This is an optimization exercise on Yosys and OpenROAD, whose aim is small area, not a production implementation.
The RTL was checked by simulation tests, not by an equivalence proof against the original design.
The clock input has no modelled driver; a real chip could not lean on it and would need a root buffer or a full tree.
Power figures rest on the tool's default switching activity, not on a simulated workload.

Setup of main:
Design ds18b20_light, start of the top module:
module ds18b20_light(clk,rst,ds18b20_in,ds18b20_pull,the_btn,SEG7_SEG,SEG7_SEL,ADC549_DATA,ADC549_CLK,ADC549_CS_N,led);
input  clk,rst,the_btn,ADC549_DATA;
input  ds18b20_in;      
output ds18b20_pull;    
output ADC549_CLK,ADC549_CS_N;
output [7:0] led;
output [7:0] SEG7_SEG;
output [3:0] SEG7_SEL;
wire [2:0] pos_prev, pos_now;
wire started, first, tick, tick2, upd, a_ev, b_ev, s_ev, h_ev, bc0;
wire [2:0] a5;
ds_time tm(.clk(clk), .rst(rst), .pos_prev(pos_prev), .pos_now(pos_now), .started(started),
  .first(first), .a5(a5), .tick(tick), .tick2(tick2), .upd(upd), .a_ev(a_ev), .b_ev(b_ev), .s_ev(s_ev), .h_ev(h_ev), .bc0(bc0));
assign SEG7_SEL = (pos_now == 3'd0) ? 4'b1110 :
                  (pos_now == 3'd1) ? 4'b1101 :
                  (pos_now == 3'd2) ? 4'b1011 :
                  (pos_now == 3'd3) ? 4'b0111 : 4'b1111;
wire o_btn;
ds_btn bt(.clk(clk), .rst(rst), .btn(the_btn), .o_btn(o_btn));
wire [7:0] sample, sample_d;
ds_adc ad(.clk(clk), .rst(rst), .sdata(ADC549_DATA), .a_ev(a_ev), .b_ev(b_ev), .s_ev(s_ev),
  ...
clock: 20.0 ns
lec_check: 0
cap_margin: 20
core_margin: 2
core_utilization: 65
slew_margin: 20
standard.sh (not shown) runs the stock make flow with config.mk's settings and CLKGATE_MAP_FILE= SYNTH_SCRIPT=/design/flow/synth_recipe.tcl, a recipe that flattens the netlist after the stock synthesis.
==> flow/flow/run.sh <==
#!/bin/bash
# Layout: the standard ORFS flow (standard.sh) with these changes:
#  * synthesis: the logic is mapped by ABC with area-oriented scripts
#    (flow/abc_area_N.script, four seeds of the same script; flow/multi_abc.tcl
#    keeps the smallest result), without ORFS's adder extraction step
#    (ADDER_MAP_FILE empty), through a copy of ORFS's scripts folder; the
#    registers are mapped by the standard steps and left as they are
#  * ports are buffered with sky130_fd_sc_hd__buf_1
#  * the clock tree is built by flow/mcts.tcl (run before CTS): the clock
#    port drives one clkbuf_8, which drives 8 clkbuf_8, one for each eighth
#    of the registers by placement
# make's full output goes to make.log; each ORFS step logs under orfs/logs.
set -euo pipefail
here=$(pwd)
rm -rf "$here/scripts_area"
cp -r "$FLOW_HOME/scripts" "$here/scripts_area"
cp "$here"/flow/abc_area_*.script "$here/scripts_area/"
cp "$here/flow/abc_area_1.script" "$here/scripts_area/abc_area.script"
sed -i "s|^  log_cmd abc {\*}\$abc_args\$|  source $here/flow/multi_abc.tcl|" "$here/scripts_area/synth.tcl"
grep -q "multi_abc.tcl" "$here/scripts_area/synth.tcl"
BUF="-buffer_cell sky130_fd_sc_hd__buf_1"
export BUFFER_PORTS_ARGS="$BUF" PRE_CTS_TCL="$here/flow/mcts.tcl"
bash standard.sh "SCRIPTS_DIR=$here/scripts_area" "ABC_AREA=1" "ADDER_MAP_FILE=" \
  "PRE_CTS_TCL=$here/flow/mcts.tcl" "BUFFER_PORTS_ARGS=$BUF" finish > make.log 2>&1
Other scripts of this flow, unchanged in this note and not shown: flow/flow/abc_area_1.script, flow/flow/abc_area_2.script, flow/flow/abc_area_3.script, flow/flow/abc_area_4.script, flow/flow/mcts.tcl, flow/flow/multi_abc.tcl
main went all the way through synthesis, placement and routing and the layout is clean on timing, DRC and antenna.
Inputs modified between main and the feature branch:
Settings: a change of CORE_UTILIZATION from 65 to 40.
### Flow results
Final clock period utilization by the worst path in the feature branch vs main: down 0.29 points. Re total wire length: main and the feature branch aren't equal, and the lower value belongs to main. Per the comparison of the feature branch with main, worst hold slack moved up; final total power moved up; cell area moved up; via density per instance moved down. Share of total power in the clock network in the feature branch is 0.4 points higher than in main. Between main and the feature branch, the clock skew is lower for the feature branch.
No run of this note takes its clock network from TritonCTS; it comes from the design's own scripts or RTL.

* * *

ds18b20_light, a different RTL version from the one above (not shown whole).
Size in the first run: about 640 cells after synthesis, ~120 flip-flops, about 28 I/O pins.
clock: 20.0 ns
lec_check: 0
cap_margin: 20
core_margin: 2
core_utilization: 70
slew_margin: 20
==> flow/flow/run.sh <==
#!/bin/bash
# Layout: the standard ORFS flow (standard.sh) with these changes:
#  * synthesis: the logic is mapped by ABC with area-oriented scripts
#    (flow/abc_area_NN.script, twelve seeds of the same script; flow/multi_abc.tcl
#    keeps the smallest result), without ORFS's adder extraction step
#    (ADDER_MAP_FILE empty), through a copy of ORFS's scripts folder; the
#    registers are mapped by the standard steps and left as they are
#  * ports are buffered with sky130_fd_sc_hd__buf_1
#  * the clock tree is built by flow/mcts.tcl (run before CTS): the clock
#    port drives 4 clkbuf_16, one for each quarter of the registers by
#    placement
# make's full output goes to make.log; each ORFS step logs under orfs/logs.
set -euo pipefail
here=$(pwd)
rm -rf "$here/scripts_area"
cp -r "$FLOW_HOME/scripts" "$here/scripts_area"
cp "$here"/flow/abc_area_*.script "$here/scripts_area/"
cp "$here/flow/abc_area_01.script" "$here/scripts_area/abc_area.script"
sed -i "s|^  log_cmd abc {\*}\$abc_args\$|  source $here/flow/multi_abc.tcl|" "$here/scripts_area/synth.tcl"
grep -q "multi_abc.tcl" "$here/scripts_area/synth.tcl"
BUF="-buffer_cell sky130_fd_sc_hd__buf_1"
export BUFFER_PORTS_ARGS="$BUF" PRE_CTS_TCL="$here/flow/mcts.tcl"
bash standard.sh "SCRIPTS_DIR=$here/scripts_area" "ABC_AREA=1" "ADDER_MAP_FILE=" \
  "PRE_CTS_TCL=$here/flow/mcts.tcl" "BUFFER_PORTS_ARGS=$BUF" finish > make.log 2>&1
==> flow/flow/abc_area_01.script <==
strash
&get -n
&deepsyn -T 30 -S 1
&put
dch
amap
strash
dch
amap
topo
==> flow/flow/abc_area_02.script <==
strash
&get -n
&deepsyn -T 30 -S 2
&put
dch
amap
strash
dch
amap
topo
==> flow/flow/abc_area_03.script <==
strash
&get -n
&deepsyn -T 30 -S 3
&put
dch
amap
strash
dch
amap
topo
==> flow/flow/abc_area_04.script <==
strash
&get -n
&deepsyn -T 30 -S 4
&put
dch
amap
strash
dch
amap
topo
==> flow/flow/abc_area_05.script <==
strash
&get -n
&deepsyn -T 30 -S 5
&put
dch
amap
strash
dch
amap
topo
==> flow/flow/abc_area_06.script <==
strash
&get -n
&deepsyn -T 30 -S 6
&put
dch
amap
strash
dch
amap
topo
==> flow/flow/abc_area_07.script <==
strash
&get -n
&deepsyn -T 30 -S 7
&put
dch
amap
strash
dch
amap
topo
==> flow/flow/abc_area_08.script <==
strash
&get -n
&deepsyn -T 30 -S 8
&put
dch
amap
strash
dch
amap
topo
==> flow/flow/abc_area_09.script <==
strash
&get -n
&deepsyn -T 30 -S 9
&put
dch
amap
strash
dch
amap
topo
==> flow/flow/abc_area_10.script <==
strash
&get -n
&deepsyn -T 30 -S 10
&put
dch
amap
strash
dch
amap
topo
==> flow/flow/abc_area_11.script <==
strash
&get -n
&deepsyn -T 30 -S 11
&put
dch
amap
strash
dch
amap
topo
==> flow/flow/abc_area_12.script <==
strash
&get -n
&deepsyn -T 30 -S 12
&put
dch
amap
strash
dch
amap
topo
==> flow/flow/mcts.tcl <==
proc mcts_split { items n } {
  set groups [list $items]
  set axis 1
  while {[llength $groups] < $n} {
    set ng {}
    foreach g $groups {
      set s [lsort -real -index $axis $g]
      set h [expr {[llength $s] / 2}]
      lappend ng [lrange $s 0 [expr {$h - 1}]] [lrange $s $h end]
    }
    set groups $ng
    set axis [expr {3 - $axis}]
  }
  return $groups
}
proc mcts_centre { g } {
  set sx 0.0; set sy 0.0
  foreach e $g { set sx [expr {$sx + [lindex $e 1]}]; set sy [expr {$sy + [lindex $e 2]}] }
  set n [llength $g]
  return [list [expr {int($sx / $n)}] [expr {int($sy / $n)}]]
}
proc mcts_buffer { name cell innet x y } {
  set block [ord::get_db_block]
  set inst [odb::dbInst_create $block [[ord::get_db] findMaster $cell] $name]
  set net [odb::dbNet_create $block "${name}_net"]
  $net setSigType CLOCK
  [$inst findITerm A] connect $innet
  [$inst findITerm X] connect $net
  $inst setLocation $x $y
  $inst setPlacementStatus PLACED
  return $net
}
proc mcts_build { nl leafcell nr rootcell } {
  set block [ord::get_db_block]
  set clknet [$block findNet clk]
  set sinks {}
  foreach it [$clknet getITerms] {
    set bb [[$it getInst] getBBox]
    lappend sinks [list $it [expr {([$bb xMin] + [$bb xMax]) / 2.0}] [expr {([$bb yMin] + [$bb yMax]) / 2.0}]]
  }
  foreach it [$clknet getITerms] { $it disconnect }
  set leaves [mcts_split $sinks $nl]
  # leaf centres, grouped for the roots
  set lc {}
  set i 0
  foreach g $leaves { lappend lc [concat [list $i] [mcts_centre $g]]; incr i }
  if {$nr > 0} {
    set rgroups [mcts_split $lc $nr]
  } else {
    set rgroups [list $lc]
  }
  set r 0
  foreach rg $rgroups {
    if {$nr > 0} {
      set c [mcts_centre $rg]
      set innet [mcts_buffer "mcts_root_$r" $rootcell $clknet [lindex $c 0] [lindex $c 1]]
    } else {
      set innet $clknet
    }
    foreach e $rg {
      set li [lindex $e 0]
      set net [mcts_buffer "mcts_leaf_$li" $leafcell $innet [lindex $e 1] [lindex $e 2]]
      foreach s [lindex $leaves $li] { [lindex $s 0] connect $net }
    }
    incr r
  }
  puts "mcts: [llength $sinks] clock pins, $nl leaf buffers ($leafcell), $nr root buffers ($rootcell)"
}

# Used as ORFS's PRE_CTS_TCL: build the tree, then make the step's
# clock_tree_synthesis call a no-op (the rest of the CTS step, timing repair
# and legalisation, runs as usual).
mcts_build 4 sky130_fd_sc_hd__clkbuf_16 0 none
set_propagated_clock [all_clocks]
proc clock_tree_synthesis { args } {
  puts "clock_tree_synthesis skipped: the clock tree was built by flow/mcts.tcl"
}
Other scripts of this flow, unchanged in this note and not shown: flow/flow/multi_abc.tcl
The first run finished with timing, DRC and antenna clean.
Change:
--- a/flow/flow/run.sh
+++ b/flow/flow/run.sh
@@ -2,5 +2,5 @@
 # Layout: the standard ORFS flow (standard.sh) with these changes:
 #  * synthesis: the logic is mapped by ABC with area-oriented scripts
-#    (flow/abc_area_NN.script, twelve seeds of the same script; flow/multi_abc.tcl
+#    (flow/abc_area_N.script, four seeds of the same script; flow/multi_abc.tcl
 #    keeps the smallest result), without ORFS's adder extraction step
 #    (ADDER_MAP_FILE empty), through a copy of ORFS's scripts folder; the
@@ -8,6 +8,6 @@
 #  * ports are buffered with sky130_fd_sc_hd__buf_1
 #  * the clock tree is built by flow/mcts.tcl (run before CTS): the clock
-#    port drives 4 clkbuf_16, one for each quarter of the registers by
-#    placement
+#    port drives one clkbuf_8, which drives 8 clkbuf_8, one for each eighth
+#    of the registers by placement
 # make's full output goes to make.log; each ORFS step logs under orfs/logs.
 set -euo pipefail
@@ -16,5 +16,5 @@
 cp -r "$FLOW_HOME/scripts" "$here/scripts_area"
 cp "$here"/flow/abc_area_*.script "$here/scripts_area/"
-cp "$here/flow/abc_area_01.script" "$here/scripts_area/abc_area.script"
+cp "$here/flow/abc_area_1.script" "$here/scripts_area/abc_area.script"
 sed -i "s|^  log_cmd abc {\*}\$abc_args\$|  source $here/flow/multi_abc.tcl|" "$here/scripts_area/synth.tcl"
 grep -q "multi_abc.tcl" "$here/scripts_area/synth.tcl"
==> flow/flow/abc_area_1.script (new file) <==
strash
&get -n
&deepsyn -T 30 -S 1
&put
dch
amap
strash
dch
amap
topo
==> flow/flow/abc_area_2.script (new file) <==
strash
&get -n
&deepsyn -T 30 -S 2
&put
dch
amap
strash
dch
amap
topo
==> flow/flow/abc_area_3.script (new file) <==
strash
&get -n
&deepsyn -T 30 -S 3
&put
dch
amap
strash
dch
amap
topo
==> flow/flow/abc_area_4.script (new file) <==
strash
&get -n
&deepsyn -T 30 -S 4
&put
dch
amap
strash
dch
amap
topo
--- a/flow/flow/mcts.tcl
+++ b/flow/flow/mcts.tcl
@@ -71,5 +71,5 @@
 # clock_tree_synthesis call a no-op (the rest of the CTS step, timing repair
 # and legalisation, runs as usual).
-mcts_build 4 sky130_fd_sc_hd__clkbuf_16 0 none
+mcts_build 8 sky130_fd_sc_hd__clkbuf_8 1 sky130_fd_sc_hd__clkbuf_8
 set_propagated_clock [all_clocks]
 proc clock_tree_synthesis { args } {
CORE_UTILIZATION = 40   (was 70)
removed: flow/flow/abc_area_01.script
removed: flow/flow/abc_area_02.script
removed: flow/flow/abc_area_03.script
removed: flow/flow/abc_area_04.script
removed: flow/flow/abc_area_05.script
removed: flow/flow/abc_area_06.script
removed: flow/flow/abc_area_07.script
removed: flow/flow/abc_area_08.script
removed: flow/flow/abc_area_09.script
removed: flow/flow/abc_area_10.script
removed: flow/flow/abc_area_11.script
removed: flow/flow/abc_area_12.script
After rerunning: Power is higher by 16%. Area after synthesis is higher by about 0.9%. Setup slack is worse by 1.2 ns. Final cell count is higher by about 13%. Cell area is higher by about 3%. Fmax is lower by about 11%. First-iteration DRC count is higher by about 3.3%. Register-to-register slack is better by 0.64 ns.
No run of this note takes its clock network from TritonCTS; it comes from the design's own scripts or RTL.

==> afterwards: timing with drivers on the ports <==
How much do the figures lean on ideal ports? The routed layouts below were timed once more, with nothing changed but the port constraints.
Step 1: set_driving_cell puts a clkbuf_16 on clk and a buf_2 on each other input, an assumption about the parent block.
Step 2, shift: input delay + t, output delay - t, t = (earliest + latest rising clock arrival at the registers) / 2. This alone moves slack from input paths to output paths.
Three values: no drivers, after step 1, after step 2; two values: the first two.
| run | t, ns | setup slack, ns | worst hold slack (ns) | worst data-port slew with drivers (ns) | pins driven straight from the clock port |
|---|---|---|---|---|---|
| main | 0.397 | 10.587 / 10.557 / 10.701 | 0.323 / 0.323 / 0.323 | 0.03 | 1 |
| the feature branch | 0.398 | 10.645 / 10.616 / 10.697 | 0.327 / 0.327 / 0.327 | 0.03 | 1 |
| the first run of note 2 | 0.251 | 10.664 / 10.617 / 10.641 | 0.336 / 0.336 / 0.336 | 0.03 | 4 |
| the second run of note 2 | 0.402 | 9.465 / 9.434 / 9.836 | 0.328 / 0.328 / 0.328 | 0.03 | 1 |
After both steps every run listed still meets setup and hold. For the first run of note 2, which loses most, drivers alone change the setup slack by -0.047 ns; drivers and shift together by -0.023 ns.
